Background: an optimization exercise with open tools, aiming at small area and a short achievable clock period. Do not read the settings as production practice.
The RTL was checked by simulation tests, not by an equivalence proof against the original design.
Power and IR drop assume default switching activity.

==> run.sh <==
#!/bin/bash
# synth_recipe.tcl (not shown) runs the flow's synth.tcl, then flattens the netlist and writes it again
# the make line also repeats each setting of config.mk as NAME=value (left out here)
make -C /OpenROAD-flow-scripts/flow DESIGN_CONFIG=/design/flow/config.mk WORK_HOME=/design/flow/orfs CLKGATE_MAP_FILE= SYNTH_SCRIPT=/design/flow/synth_recipe.tcl finish
==> config.mk <==
export PLATFORM = sky130hd
export DESIGN_NAME = median3x3_rgb565
export DESIGN_NICKNAME = median3x3_rgb565
export VERILOG_FILES = /design/flow/design.v
export SDC_FILE = /design/flow/constraint.sdc
export NUM_CORES = 4
export LEC_CHECK = 0
export CAP_MARGIN = 20
export CORE_MARGIN = 2
export CORE_UTILIZATION = 40
export SLEW_MARGIN = 20
==> constraint.sdc <==
create_clock -name core_clock -period 4.0 [get_ports {clk}]
set_input_delay 0.8000 -clock core_clock [delete_from_list [all_inputs] [get_ports {clk}]]
set_output_delay 0.8000 -clock core_clock [all_outputs]
set_load 0.01 [all_outputs]
==> design.v <==
`timescale 1ns / 1ns
module MedianSeletor #(parameter N = 8) (
input            clk,
input            rst,
input      [N-1:0] Data1,
input      [N-1:0] Data2,
input      [N-1:0] Data3,
input      [N-1:0] Data4,
input      [N-1:0] Data5,
input      [N-1:0] Data6,
input      [N-1:0] Data7,
input      [N-1:0] Data8,
input      [N-1:0] Data9,
output reg [N-1:0] Median   
);
localparam M = N - 1;
reg [M:0]Max1;
reg [M:0]Max2;
reg [M:0]Max3;
reg [M:0]Med1;
reg [M:0]Med2;
reg [M:0]Med3;
reg [M:0]Min1;
reg [M:0]Min2;
reg [M:0]Min3;
reg [M:0]Min_of_Max;
reg [M:0]Med_of_Med;
reg [M:0]Max_of_Min;
always@(posedge clk)
    if(rst) begin
        Max1 <= 0;
        Max2 <= 0;
        Max3 <= 0;
        Med1 <= 0;
        Med2 <= 0;
        Med3 <= 0;
        Min1 <= 0;
        Min2 <= 0;
        Min3 <= 0;
        Min_of_Max <= 0;
        Med_of_Med <= 0;
        Max_of_Min <= 0;
        Median <= 0;
    end else begin
        if(Data1 >= Data2 && Data1 >= Data3)  
            Max1 <= Data1;
        else if(Data2 >= Data1 && Data2 >= Data3)
            Max1 <= Data2;
        else if(Data3 >= Data1 && Data3 >= Data2)
            Max1 <= Data3;
        if(Data4 >= Data5 && Data4 >= Data6)
            Max2 <= Data4;
        else if(Data5 >= Data4 && Data5 >= Data6)
            Max2 <= Data5;
        else if(Data6 >= Data4 && Data6 >= Data5)
            Max2 <= Data6;
        if(Data7 >= Data8 && Data7 >= Data9)
            Max3 <= Data7;
        else if(Data8 >= Data7 && Data8 >= Data9)
            Max3 <= Data8;
        else if(Data9 >= Data7 && Data9 >= Data8)
            Max3 <= Data9;
        if((Data1 >= Data2 && Data1 <= Data3) || (Data1 >= Data3 && Data1 <= Data2))
            Med1 <= Data1;
        else if((Data2 >= Data1 && Data2 <= Data3) || (Data2 >= Data3 && Data2 <= Data1))
            Med1 <= Data2;
        else if((Data3 >= Data1 && Data3 <= Data2) || (Data3 >= Data2 && Data3 <= Data1))
            Med1 <= Data3;
        if((Data4 >= Data5 && Data4 <= Data6) || (Data4 >= Data6 && Data4 <= Data5))
            Med2 <= Data4;
        else if((Data5 >= Data4 && Data5 <= Data6) || (Data5 >= Data6 && Data5 <= Data4))
            Med2 <= Data5;
        else if((Data6 >= Data4 && Data6 <= Data5) || (Data6 >= Data5 && Data6 <= Data4))
            Med2 <= Data6;
        if((Data7 >= Data8 && Data7 <= Data9) || (Data7 >= Data9 && Data7 <= Data8))
            Med3 <= Data7;
        else if((Data8 >= Data7 && Data8 <= Data9) || (Data8 >= Data9 && Data8 <= Data7))
            Med3 <= Data8;
        else if((Data9 >= Data7 && Data9 <= Data8) || (Data9 >= Data8 && Data9 <= Data7))
            Med3 <= Data9;
        if(Data1 <= Data2 && Data1 <= Data3)
            Min1 <= Data1;
        else if(Data2 <= Data1 && Data2 <= Data3)
            Min1 <= Data2;
        else if(Data3 <= Data1 && Data3 <= Data2)
            Min1 <= Data3;
        if(Data4 <= Data5 && Data4 <= Data6)
            Min2 <= Data4;
        else if(Data5 <= Data4 && Data5 <= Data6)
            Min2 <= Data5;
        else if(Data6 <= Data4 && Data6 <= Data5)
            Min2 <= Data6;
        if(Data7 <= Data8 && Data7 <= Data9)
            Min3 <= Data7;
        else if(Data8 <= Data7 && Data8 <= Data9)
            Min3 <= Data8;
        else if(Data9 <= Data7 && Data9 <= Data8)
            Min3 <= Data9;
        if(Max1 <= Max2 && Max1 <= Max3)
            Min_of_Max <= Max1;
        else if(Max2 <= Max1 && Max2 <= Max3)
            Min_of_Max <= Max2;
        else if(Max3 <= Max1 && Max3 <= Max2)
            Min_of_Max <= Max3;
        if((Med1 >= Med2 && Med1 <= Med3) || (Med1 >= Med3 && Med1 <= Med2))
            Med_of_Med <= Med1;
        else if((Med2 >= Med1 && Med2 <= Med3) || (Med2 >= Med3 && Med2 <= Med1))
            Med_of_Med <= Med2;
        else if((Med3 >= Med1 && Med3 <= Med2) || (Med3 >= Med2 && Med3 <= Med1))
            Med_of_Med <= Med3;
        if(Min1 >= Min2 && Min1 >= Min3)
            Max_of_Min <= Min1;
        else if(Min2 >= Min1 && Min2 >= Min3)
            Max_of_Min <= Min2;
        else if(Min3 >= Min1 && Min3 >= Min2)
            Max_of_Min <= Min3;
        if((Min_of_Max >= Med_of_Med && Min_of_Max <= Max_of_Min) || (Min_of_Max >= Max_of_Min && Min_of_Max <= Med_of_Med))
            Median <= Min_of_Max;
        else if((Med_of_Med >= Min_of_Max && Med_of_Med <= Max_of_Min) || (Med_of_Med >= Max_of_Min && Med_of_Med <= Min_of_Max))
            Median <= Med_of_Med;
        else if((Max_of_Min >= Min_of_Max && Max_of_Min <= Med_of_Med) || (Max_of_Min >= Med_of_Med && Max_of_Min <= Min_of_Max))
            Median <= Max_of_Min;
    end
endmodule
module median3x3_rgb565 (
    input clk,
    input rst,
    input [15:0] pix1,
    input [15:0] pix2,
    input [15:0] pix3,
    input [15:0] pix4,
    input [15:0] pix5,
    input [15:0] pix6,
    input [15:0] pix7,
    input [15:0] pix8,
    input [15:0] pix9,
    output [15:0] median
);
wire [4:0] median_R;
wire [5:0] median_G;
wire [4:0] median_B;
assign median = {median_R, median_G, median_B};
MedianSeletor #(.N(5)) MedianSeletor_R (
    .clk(clk),
    .rst(rst),
    .Data1(pix1[15:11]),
    .Data2(pix2[15:11]),
    .Data3(pix3[15:11]),
    .Data4(pix4[15:11]),
    .Data5(pix5[15:11]),
    .Data6(pix6[15:11]),
    .Data7(pix7[15:11]),
    .Data8(pix8[15:11]),
    .Data9(pix9[15:11]),
    .Median(median_R)
);
MedianSeletor #(.N(6)) MedianSeletor_G (
    .clk(clk),
    .rst(rst),
    .Data1(pix1[10:5]),
    .Data2(pix2[10:5]),
    .Data3(pix3[10:5]),
    .Data4(pix4[10:5]),
    .Data5(pix5[10:5]),
    .Data6(pix6[10:5]),
    .Data7(pix7[10:5]),
    .Data8(pix8[10:5]),
    .Data9(pix9[10:5]),
    .Median(median_G)
);
MedianSeletor #(.N(5)) MedianSeletor_B (
    .clk(clk),
    .rst(rst),
    .Data1(pix1[4:0]),
    .Data2(pix2[4:0]),
    .Data3(pix3[4:0]),
    .Data4(pix4[4:0]),
    .Data5(pix5[4:0]),
    .Data6(pix6[4:0]),
    .Data7(pix7[4:0]),
    .Data8(pix8[4:0]),
    .Data9(pix9[4:0]),
    .Median(median_B)
);
endmodule
==> impl_metrics.env <==
export IMPL_cts_hold_buf=0
export IMPL_leakage_nw=10.3
export IMPL_power_density_mw_per_mm2=579
export IMPL_hp_class="flip-flop to flip-flop"
export IMPL_insertion_delay_ns=0.57
export IMPL_ys_warn_count=2
export IMPL_status="no timing/DRC/antenna violations"
export IMPL_finClkSkew_ns=0.0230
export IMPL_syn2layout_area_growth_pct=16.9
export IMPL_worst_setup_path_end_kind="flip-flop"
export IMPL_clk_pin_slew_ns=0.06
export IMPL_vias=18544
export IMPL_synth_edf_count=0
export IMPL_ys_ff_latch=208
export IMPL_reg2reg_to="MedianSeletor_B.Med_of_Med[0]$_SDFFE_PP0P_"
export IMPL_critical_path_cell_chain="clkdlybuf4s50_1 > ha_1 > nor2b_1 > o21ai_0 > a32oi_1 > or2_2 > o211ai_1 > nor2_1 > a2111oi_0"
export IMPL_hold_viol=0
export IMPL_comb_power_share_pct=58.2
export IMPL_cp_top_family="compound AO/OA/AOI/OAI gates"
export IMPL_grt_total_usage_pct=21.9
export IMPL_slew_headroom_pct=27.9
export IMPL_root_buffer="clkbuf_16"
export IMPL_cpPeakStageDelay_ns=0.56
export IMPL_h_tree_depth=1
export IMPL_setup_worst_path_class="primary input to flip-flop"
export IMPL_synthTopCellsByArea="ha_1, dfxtp_1, a21oi_1"
export IMPL_antenna_found_initial=0
export IMPL_p_int_mw=7.41
export IMPL_cts_tree="built"
export IMPL_post_drt_via_cell_ratio=5.67
export IMPL_tightest_slew_ns=1.07
export IMPL_coreArea_mm2=0.0478
export IMPL_final_nets=3118
export IMPL_grt_pass1_vias=18245
export IMPL_min_from="MedianSeletor_G.Min3[3]$_SDFFE_PP0P_"
export IMPL_p_sw_mw=5.73
export IMPL_crit_buf_inv=1
export IMPL_drc=0
export IMPL_start_kind="primary input"
export IMPL_worstRegToRegCells=8
export IMPL_yosysUniqueCellTypes=74
export IMPL_die_h_um=224
export IMPL_finalCritPeriodShare_pct=78.3
export IMPL_setup_viol=0
export IMPL_min_to="MedianSeletor_G.Min3[3]$_SDFFE_PP0P_"
export IMPL_place_hpwl_mm=44.8
export IMPL_peakVddDrop_mv=0.465
export IMPL_post_cts_buffers=0
export IMPL_r2r_start="MedianSeletor_B.Med1[2]$_SDFFE_PP0P_"
export IMPL_fin_crit_ns=3.13
export IMPL_drive_above_1_share_pct=5.39
export IMPL_critical_path_depth=9
export IMPL_cp_slowest_cell="clkdlybuf4s50_1"
export IMPL_row_count=80
export IMPL_syn_nets=2956
export IMPL_numClockSinks=208
export IMPL_crit_fanout=11
export IMPL_holdPathStages=2
export IMPL_whs_ns=0.479
export IMPL_start_util_pct=40.5
export IMPL_synth_top_area_cell="ha_1"
export IMPL_drt_iter0_markers=1168
export IMPL_cts_repair_resized=0
export IMPL_seqCellArea_mm2=0.00416
export IMPL_antenna_cells=0
export IMPL_ant_nets=0
export IMPL_yosysTopAreaCellShare_pct=21.7
export IMPL_cts_buffers=27
export IMPL_rsz0062_at_grt="false"
export IMPL_swShare_pct=43.6
export IMPL_yosysSeqAreaShare_pct=21.5
export IMPL_globalplace_congestion=0.913
export IMPL_synthArstFlopShare_pct=0
export IMPL_syn_inst=2474
export IMPL_io_pins=162
export IMPL_synth_avg_cell_area_um2=7.84
export IMPL_die_w_um=224
export IMPL_drt_wl_total_mm=56.6
export IMPL_seq_power_share_pct=23.7
export IMPL_maxSlewViolCount=0
export IMPL_io_buffers=161
export IMPL_worstPathArrival_ns=3.56
export IMPL_grt_pass1_wl_mm=91.5
export IMPL_grt_overflow_total=0
export IMPL_netlist_area_mm2=0.0194
export IMPL_grt_start_max_net_pins=96
export IMPL_fmax_mhz=319
export IMPL_clockBufferDepth=3
export IMPL_reg2reg_slack_ns=1.13
export IMPL_synthFlopType="dfxtp_1"
export IMPL_p_clk_share_pct=18.1
export IMPL_max_cap_violations=0
export IMPL_fin_tns_setup_ns=0
export IMPL_multi_input_area_mm2=0.0139
export IMPL_wl_per_cell_um=17.3
export IMPL_dr_pass1_iters=7
export IMPL_die_area_mm2=0.0503
export IMPL_fill_cells=4705
export IMPL_cp_data_required_time_ns=4.42
[routing by layer]
| layer | routed length, um | track usage [%] | part of all wire, % | vias up |
|---|---|---|---|---|
| met1 | 25600 | 28.3 | 45 | 8650 |
| met4 | 1460 | 6.32 | 2.6 | 0 |
| li1 | - | - | - | 9329 |
| met3 | 2670 | 2.74 | 4.7 | 104 |
| met5 | 0 | 0 | 0 | - |
| met2 | 26800 | 38.3 | 47 | 461 |
[stage by stage]
stage	cell area, um^2	power [mW]	std cells	worst slack (ns)	util [%]
floorplan	19400	8.69	2474	1.17	-
global placement	21800	10.5	3222	0.365	45.6
detailed placement	21800	10.7	3222	0.344	45.6
CTS	22700	13.2	3270	0.914	47.4
global route	22700	14.2	3270	0.540	47.4
finish	22700	13.1	3270	0.866	47.4
[layout make-up]
| type | instances | area share [%] |
|---|---|---|
| clock buffer | 38 | 3.34 |
| clock inverter | 10 | 0.518 |
| inverter | 280 | 4.63 |
| multi-input combinational | 1923 | 61.5 |
| sequential | 208 | 18.4 |
| tap | 615 | 3.39 |
| timing repair buffer | 196 | 8.27 |
[power groups by stage]
stage          Sequential, mW  Combinational, mW  Clock (mW)
2_1_floorplan            2.92               5.77           0
5_1_grt                  3.18               8.54        2.52
6_report                 3.11               7.65        2.38
4_1_cts                  3.11               7.60        2.44
3_3_place_gp             3.15               7.32           0
3_5_place_dp             3.15               7.55           0
[synth_stat cells (all sizes together), types with 6 or more instances]
library cell and instances:
a221oi 11, o22a 8, dfxtp 208, nand3 44
o21a 14, ha 336, o211a 7, o21ai 148
a22o 22, or2 17, a2111oi 17, and3 22
nand2 209, a311o 35, mux2 12, o22ai 26
clkbuf 52, o21bai 11, buf 11, nand2b 32
mux2i 122, and4 18, a21o 57, and2 6
a211oi 64, o2bb2ai 7, a32oi 10, nand4 26
nor2 239, o211ai 31, o221ai 6, a31oi 11
a21oi 260, a211o 11, inv 280, nor2b 24
o32ai 6
[registers in the layout, summed over array words and instances (netlist names), 6 cells and up]
signal,cells
MedianSeletor_G.Max1,6
MedianSeletor_G.Max2,6
MedianSeletor_G.Max3,6
MedianSeletor_G.Max_of_Min,6
MedianSeletor_G.Med1,6
MedianSeletor_G.Med2,6
MedianSeletor_G.Med3,6
MedianSeletor_G.Med_of_Med,6
MedianSeletor_G.Median,6
MedianSeletor_G.Min1,6
MedianSeletor_G.Min2,6
MedianSeletor_G.Min3,6
MedianSeletor_G.Min_of_Max,6
[cells by family after synthesis]
family | count (synthesis) | share of synthesized area (%)
compound gates | 790 | 27.4
xor+xnor | 10 | 0.451
fa+ha+maj | 336 | 21.7
buf+inv | 343 | 6.70
flops | 208 | 21.5
mux | 134 | 6.99
simple gates | 653 | 15.3
[worst max-delay path by stage]
stage	startpoint	to	slack, ns
5_1_grt	pix9[14]	MedianSeletor_R.Min3[3]$_SDFFE_PP0P_	0.54
4_1_cts	pix1[10]	MedianSeletor_G.Max1[2]$_SDFFE_PP0P_	0.91
3_5_place_dp	pix9[14]	MedianSeletor_R.Min3[0]$_SDFFE_PP0P_	0.34
6_report	pix7[12]	MedianSeletor_R.Max3[0]$_SDFFE_PP0P_	0.87
3_3_place_gp	pix1[10]	MedianSeletor_G.Max1[4]$_SDFFE_PP0P_	0.37
2_1_floorplan	pix6[15]	MedianSeletor_R.Max2[2]$_SDFFE_PP0P_	1.17
[worst reg2reg max path, cell delays in order (launching register included)]
cell	delay, ns
dfxtp_1	0.46
ha_1	0.29
a21o_1	0.18
a21o_1	0.17
a221oi_1	0.35
xor2_1	0.11
a211oi_1	0.87
nor2_1	0.09
a211oi_1	0.27
[cell usage in the layout, fill, tap and decap left out, types with 7 or more instances in the layout]
cell type / Yosys / final
a2111oi_0: 17 / 17
a211o_1: 11 / 11
a211oi_1: 47 / 47
a211oi_2: 14 / 14
a21o_1: 57 / 57
a21oi_1: 259 / 259
a22o_1: 22 / 22
a311o_1: 35 / 35
a31oi_1: 11 / 11
a32oi_1: 10 / 10
and3_1: 22 / 22
and4_1: 18 / 18
buf_4: 1 / 35
clkbuf_1: 52 / 7
clkbuf_16: 0 / 27
clkdlybuf4s50_1: 0 / 160
dfxtp_1: 208 / 208
ha_1: 336 / 336
inv_1: 280 / 279
mux2_2: 12 / 12
mux2i_1: 122 / 122
nand2_1: 209 / 209
nand2b_1: 32 / 32
nand3_1: 44 / 44
nand4_1: 26 / 26
nor2_1: 238 / 238
nor2b_1: 24 / 24
o211a_1: 7 / 7
o211ai_1: 31 / 31
o21a_1: 14 / 14
o21ai_0: 138 / 137
o21ai_1: 9 / 10
o21bai_1: 11 / 11
o22a_1: 8 / 8
o22ai_1: 26 / 26
o2bb2ai_1: 7 / 7
or2_2: 15 / 15

[static timing again, ports no longer ideal]
The flow's constraints put no driver on any port. The routed layout listed below was extracted and timed again, unchanged, in two steps. Step 1 assumes that a clkbuf_16 drives the clock port and a buf_2 every other input. Step 2 also shifts input and output timing later by t, the mid clock arrival at the registers, as if the neighbouring blocks saw the same clock. Slacks: no drivers / after step 1 / after step 2; pairs: no drivers / after step 1.
t, ns: 0.610
setup slack, ns: 0.866 / 0.885 / 0.275
worst setup path after step 2: input to register
latest minus earliest clock arrival (ns): 0.027 / 0.028
After both steps setup and hold are still met in this run. For this run, drivers alone change the setup slack by +0.019 ns; drivers and shift together by -0.591 ns.
